This is an optimization exercise on Yosys and OpenROAD, whose aim is small area, a short achievable clock period and few clock cycles per item, not a production implementation. Function was checked by simulation only, so behaviour that the tests miss may differ from the original.

$ cat design/flow/design.v
`timescale 1ns / 1ps
module fuzzylogicspeedcontroller(
    input clk,
    input rst,
    input start,
    input [7:0] R,
    input [7:0] C,
    output ready,
    output reg done,
    output reg [7:0] pw
    );
assign ready = 1'b1;
function [7:0] min8(input [7:0] a, input [7:0] b);
  min8 = (a < b) ? a : b;
endfunction
function [7:0] max8(input [7:0] a, input [7:0] b);
  max8 = (a > b) ? a : b;
endfunction
reg v0;
reg [8:0] E0;
always @(posedge clk) begin
  if (rst) v0 <= 1'b0; else v0 <= start;
  E0 <= {1'b0, R} + {1'b0, ~C};
end
reg [8:0] oldE;
wire [8:0] de = 9'd255 + E0 - oldE;
reg [7:0] eNL, eNS, eZ, ePS, ePL, dN, dZ, dP;
always @(*) begin
  if (E0 < 158) eNL = 255; else if (E0 < 190) eNL = 1519 - (E0<<3); else eNL = 0;
  if (E0 < 158) eNS = 0; else if (E0 < 190) eNS = (E0<<3) - 1264;
  else if (E0 < 213) eNS = 255; else if (E0 < 245) eNS = 1959 - (E0<<3); else eNS = 0;
  if (E0 < 213) eZ = 0; else if (E0 < 245) eZ = (E0<<3) - 1680;
  else if (E0 < 265) eZ = 255; else if (E0 < 297) eZ = 2375 - (E0<<3); else eZ = 0;
  if (E0 < 265) ePS = 0; else if (E0 < 297) ePS = (E0<<3) - 2120;
  else if (E0 < 320) ePS = 255; else if (E0 < 352) ePS = 2815 - (E0<<3); else ePS = 0;
  if (E0 < 320) ePL = 0; else if (E0 < 352) ePL = (E0<<3) - 2560; else ePL = 255;
  if (de < 218) dN = 255; else if (de <= 250) dN = 1999 - (de<<3); else dN = 0;
  if (de < 218) dZ = 0; else if (de < 250) dZ = (de<<3) - 1744;
  else if (de <= 260) dZ = 255; else if (de > 265 && de <= 292) dZ = 2335 - (de<<3); else dZ = 0;
  if (de > 260 && de < 292) dP = (de<<3) - 2080; else if (de <= 260) dP = 0; else dP = 255;
end
reg v1;
reg [7:0] eNL1, eNS1, eZ1, ePS1, ePL1, dN1, dZ1, dP1;
always @(posedge clk) begin
  if (rst) begin v1 <= 1'b0; oldE <= 9'd0; end
  else begin v1 <= v0; if (v0) oldE <= E0; end
  eNL1 <= eNL; eNS1 <= eNS; eZ1 <= eZ; ePS1 <= ePS; ePL1 <= ePL;
  dN1 <= dN; dZ1 <= dZ; dP1 <= dP;
end
wire [7:0] r1 = min8(ePS1, dP1), r2 = min8(ePS1, dZ1), r3 = min8(ePS1, dN1);
wire [7:0] r4 = min8(eZ1, dP1), r5 = min8(eZ1, dZ1), r6 = min8(eZ1, dN1);
wire [7:0] r7 = min8(eNS1, dP1), r8 = min8(eNS1, dZ1), r9 = min8(eNS1, dN1);
wire [7:0] r10 = min8(ePL1, dP1), r11 = min8(ePL1, dZ1), r12 = min8(ePL1, dN1);
wire [7:0] r13 = min8(eNL1, dP1), r14 = min8(eNL1, dZ1), r15 = min8(eNL1, dN1);
reg v2;
reg [7:0] sblast, sfast, smed, sslow, sstop;
always @(posedge clk) begin
  if (rst) v2 <= 1'b0; else v2 <= v1;
  sblast <= max8(max8(r1, r10), max8(r11, r12));
  sfast <= max8(max8(r2, r3), r4);
  smed <= r5;
  sslow <= max8(max8(r6, r7), r8);
  sstop <= max8(max8(r9, r13), max8(r14, r15));
end
reg v3;
reg [16:0] num3;
reg [9:0] den3;
always @(posedge clk) begin
  if (rst) v3 <= 1'b0; else v3 <= v2;
  num3 <= 17'd120*sstop + 17'd153*sslow + 17'd188*smed + 17'd222*sfast + 17'd255*sblast;
  den3 <= {2'b0,sstop} + sslow + smed + sfast + sblast;
end
function [18:0] dstep(input [17:0] rem, input [9:0] den, input integer k);
  reg [11:0] t;
  begin
    t = {1'b0, rem[k+:11]} - {2'b0, den};
    dstep = {~t[11], rem};
    if (!t[11]) dstep[k+:11] = t[10:0];
  end
endfunction
reg v4, v5, v6;
reg [17:0] rm4, rm5, rm6;
reg [9:0] dn4, dn5, dn6;
reg [1:0] q4; reg [3:0] q5; reg [5:0] q6;
wire [18:0] a7 = dstep({1'b0, num3}, den3, 7);
wire [18:0] a6 = dstep(a7[17:0], den3, 6);
wire [18:0] a5 = dstep(rm4, dn4, 5);
wire [18:0] a4 = dstep(a5[17:0], dn4, 4);
wire [18:0] a3 = dstep(rm5, dn5, 3);
wire [18:0] a2 = dstep(a3[17:0], dn5, 2);
wire [18:0] a1 = dstep(rm6, dn6, 1);
wire [18:0] a0 = dstep(a1[17:0], dn6, 0);
always @(posedge clk) begin
  if (rst) begin v4 <= 0; v5 <= 0; v6 <= 0; end
  else begin v4 <= v3; v5 <= v4; v6 <= v5; end
  rm4 <= a6[17:0]; dn4 <= den3; q4 <= {a7[18], a6[18]};
  rm5 <= a4[17:0]; dn5 <= dn4; q5 <= {q4, a5[18], a4[18]};
  rm6 <= a2[17:0]; dn6 <= dn5; q6 <= {q5, a3[18], a2[18]};
end
always @(posedge clk) begin
  if (rst) begin done <= 1'b0; pw <= 8'd0; end
  else begin
    done <= v6;
    if (v6) pw <= {q6, a1[18], a0[18]};
  end
end
endmodule
$ cat design/flow/run.sh
#!/bin/bash
# synth_recipe.tcl (not shown) runs the flow's synth.tcl, then flattens the netlist and writes it again
# the make line also repeats each setting of config.mk as NAME=value (left out here)
make -C /OpenROAD-flow-scripts/flow DESIGN_CONFIG=/design/flow/config.mk WORK_HOME=/design/flow/orfs CLKGATE_MAP_FILE= SYNTH_SCRIPT=/design/flow/synth_recipe.tcl finish
$ cat design/flow/config.mk
export PLATFORM = sky130hd
export DESIGN_NAME = fuzzylogicspeedcontroller
export DESIGN_NICKNAME = fuzzylogicspeedcontroller
export VERILOG_FILES = /design/flow/design.v
export SDC_FILE = /design/flow/constraint.sdc
export NUM_CORES = 4
export LEC_CHECK = 0
export CAP_MARGIN = 20
export CORE_MARGIN = 2
export CORE_UTILIZATION = 40
export PLACE_DENSITY = 0.6
export SLEW_MARGIN = 20
$ cat design/flow/constraint.sdc
create_clock -name core_clock -period 10.0 [get_ports {clk}]
set_input_delay 2.0000 -clock core_clock [delete_from_list [all_inputs] [get_ports {clk}]]
set_output_delay 2.0000 -clock core_clock [all_outputs]
set_load 0.01 [all_outputs]
==> run notes <==
## through the flow
stage | worst slack (ns) | utilization, %
6_report | 2.026 | 44.01
3_3_place_gp | 2.155 | 42.42
4_1_cts | 2.010 | 44.00
3_5_place_dp | 2.031 | 42.42
5_1_grt | 1.448 | 44.01
2_1_floorplan | 2.495 | -
## cell usage after synthesis, drive strengths merged, types with 5 or more instances
master | count | area share [%]
ha | 436 | 24
inv | 364 | 6.0
dfxtp | 223 | 20
fa | 142 | 13
a21oi | 138 | 3.0
nor2 | 124 | 2.1
o21ai | 115 | 2.6
mux2i | 97 | 4.3
xnor2 | 83 | 3.3
nand2 | 78 | 1.3
mux2 | 64 | 3.3
nor2b | 55 | 1.5
a21o | 52 | 1.7
xor2 | 46 | 1.9
o21a | 43 | 1.4
nor3 | 35 | 0.77
clkbuf | 23 | 0.38
a211oi | 20 | 0.73
nand3 | 20 | 0.44
o211ai | 17 | 0.56
or3 | 17 | 0.47
nand2b | 16 | 0.44
o21bai | 15 | 0.51
or2 | 12 | 0.33
a221oi | 11 | 0.50
and3 | 11 | 0.31
buf | 11 | 0.26
o22ai | 10 | 0.33
nand4 | 9 | 0.25
nor4 | 8 | 0.25
o22a | 8 | 0.31
o31a | 8 | 0.31
and2 | 7 | 0.19
o311ai | 7 | 0.27
a222oi | 6 | 0.26
o221a | 6 | 0.30
o31ai | 6 | 0.20
a41oi | 5 | 0.19
o2111ai | 5 | 0.19
o41ai | 5 | 0.44
## cell usage in the layout (no fill, tap or decap), types with 8 or more instances in the layout
cell,instances
and3_1,10
o21ai_1,34
a221oi_1,10
nand2_1,78
a21oi_1,138
o22a_1,8
a21o_1,52
nand2b_1,16
xor2_1,44
o21bai_1,14
inv_1,360
o22ai_1,8
ha_1,436
nor3_1,35
mux2_2,35
nand3_1,20
nand4_1,9
nor2_1,122
fa_1,142
buf_4,10
o21ai_0,79
nor2b_1,55
mux2i_1,97
clkdlybuf4s50_1,27
dfxtp_1,223
o21a_1,42
xnor2_1,81
a211oi_1,17
clkbuf_16,25
o211ai_1,17
or2_2,10
or3_1,17
mux2_1,22
## worst reg2reg max path, cell delays in order (launching register included)
cell	delay [ns]
dfxtp_1	0.62
inv_1	0.13
fa_1	0.58
inv_1	0.05
ha_1	0.28
xnor2_1	0.14
xnor2_1	0.15
ha_1	0.33
a21o_1	0.18
a21oi_1	0.22
o21bai_1	0.09
a21oi_1	0.22
xnor2_1	0.15
ha_1	0.27
fa_1	0.51
inv_1	0.05
fa_1	0.51
fa_1	0.55
fa_1	0.44
fa_1	0.55
inv_1	0.04
ha_1	0.36
and2_1	0.20
a311o_1	0.31
a41oi_1	0.24
a21oi_1	0.17
or4b_1	0.48
nand3_1	0.09
## final timing paths
kind,from,end,cells after the start
setup reg to reg,smed[2],num3[15],27
setup / recovery,smed[2],num3[15],27
hold / removal,rm5[1],rm6[1],0
hold reg to reg,rm5[1],rm6[1],0
## kinds of logic (layout without fill, tap and decap cells)
family / after synthesis / count (layout) / share of synthesized area (%)
buffers and inverters: 398 / 447 / 6.652
DFF: 223 / 223 / 19.65
AOI/OAI and AO/OA: 515 / 515 / 15.44
muxes: 161 / 161 / 7.561
xor gates and xnor gates: 130 / 130 / 5.259
and+or+nand+nor: 405 / 405 / 8.866
adders and majority gates: 579 / 579 / 36.56
other: 1 / 1 / 0.01650
## registers in the layout, indices dropped and copies added, names as in the netlist, 8 cells and up
register,count
E0,9
den3,10
dn4,10
dn5,10
dn6,10
num3,17
oldE,9
pw,8
rm4,16
rm5,14
rm6,12
## final cells by class
type | instances | share of cell area, %
sequential | 223 | 18.03
clock inverter | 13 | 0.7326
inverter | 364 | 5.517
multi-input combinational | 1791 | 67.66
clock buffer | 33 | 2.849
tap | 756 | 3.820
timing repair buffer | 37 | 1.394
## metal layers
layer / track usage (%) / up-vias / share of wire (%)
li1: - / 8416 / -
met1: 24.69 / 8095 / 47
met2: 31.73 / 273 / 47
met3: 1.828 / 98 / 3.1
met4: 5.174 / 0 / 2.6
met5: 0 / - / 0
==> results.py <==
metrics = {
    "run_status": {
        "status": "finished clean",
    },
    "sta": {
        "fmax_mhz": 125.4,
        "setup_violations": 0,
        "rsz0062_at_grt": "false",
        "min_period_ns": 7.974,
        "max_slew.worst_pin.slew_ns": 0.8878,
        "post-route-period-util_pct": 79.74,
        "clock_skew_ns": 0.009676,
        "hold_ws_ns": 0.3256,
        "slew_headroom_pct": 40.03,
        "slew_violations": 0,
        "tns_ns": 0,
        "hold_viol_final": 0,
    },
    "placed_design": {
        "hpwl_um": 44250,
        "gp_congestion": 0.8654,
        "place_inst": 3171,
        "place_area_um2": 23870,
        "io_buffers": 27,
    },
    "logic_synthesis": {
        "synth_area_um2": 22720,
        "yosys_warnings": 1,
        "syn_avg_cell_area_um2": 9.420,
        "synth.net_count": 3009,
        "ys.flop_type": "dfxtp_1",
        "async_reset_ff_share_pct": 0,
        "synth_sequential_area_ratio_pct": 19.65,
        "netlist_instances": 2412,
        "synth.distinct_cells": 102,
        "ys_ff_latch": 223,
        "synth_edf_count": 0,
    },
    "grt": {
        "grt_pass1_wl_um": 89780,
        "grt_max_degree": 26,
        "grt_overflow": 0,
        "first_global_vias": 17440,
        "grt_antenna_before_repair": 0,
        "grt_util_all_layers_pct": 18.51,
    },
    "final_layout": {
        "drive_above_1_share_pct": 5.811,
        "seqCellArea_um2": 4464,
        "fillers": 5436,
        "fin_cells": 3217,
        "fin_nets": 3039,
        "final_cell_area_um2": 24770,
        "syn_to_final_growth_pct": 8.992,
        "multi_input_area_um2": 16760,
        "num_antenna_cells": 0,
    },
    "drt": {
        "antenna_left": 0,
        "wl_per_cell_um": 16.88,
        "vias": 16880,
        "firstDrtPassIters": 5,
        "drt_iter0_drc": 895,
        "vias_per_cell": 5.248,
        "wl_um": 54310,
        "drc_errors": 0,
    },
    "worst_setup_path": {
        "cp-end-kind": "flip-flop",
        "cp_max_fo": 12,
        "arrival_ns": 8.46,
        "critPathLaunchType": "flip-flop",
        "rrSetupSlack_ns": 2.03,
        "worst-path-buf-inv": 4,
        "cpMostUsedCell": "fa_1",
        "critical_path.max_stage_delay_ns": 0.62,
        "crit_family": "adder cells",
        "cp.required_ns": 10.48,
        "critPathKind": "flip-flop to flip-flop",
        "crit_slowest_cell": "dfxtp_1",
    },
    "die": {
        "chipHeight_um": 242.3,
        "core_region_area_um2": 56280,
        "die-area_um2": 58730,
        "start_util_pct": 40.37,
        "chipWidth_um": 242.3,
        "io_pins": 29,
        "placement_rows": 87,
    },
    "cts": {
        "htreeDepth": 1,
        "clk_latency_ns": 0.54,
        "root_buffer": "clkbuf_16",
        "cts_tree": "yes",
        "cts.repair.resized": 0,
        "cts_hold_buf": 0,
        "numCtsBuffers": 25,
        "post_cts_buffers": 0,
        "clock_sinks": 223,
        "clk_path_buf_depth": 3,
        "clk_pin_slew_worst_paths_ns": 0.06,
    },
    "flow_run": {
        "drv_cap": 0,
    },
    "min_path": {
        "holdCritPathClass": "flip-flop to flip-flop",
    },
}
Testbench counts, summed over its fixed seeds: cycles 3,248, items 3,200.

-- what the ideal ports hide --
In the flow no input, the clock included, has a driving cell. The finished layout below was timed again as built, in two steps.
Step 1: set_driving_cell puts a clkbuf_16 on clk and a buf_2 on each other input, an assumption about the parent block.
Step 2 also shifts input and output timing later by t, the mid clock arrival at the registers, as if the neighbouring blocks saw the same clock.
Slacks: no drivers / after step 1 / after step 2; pairs: no drivers / after step 1.
t (ns): 0.592
setup WS [ns]: 2.026 / 2.026 / 2.026
worst register clock-pin slew, ns: 0.06 / 0.06
pins driven straight from the clock port: 1
After both steps this run still meets setup and hold. For this run, drivers alone change the setup slack by 0.000 ns; drivers and shift together by 0.000 ns.
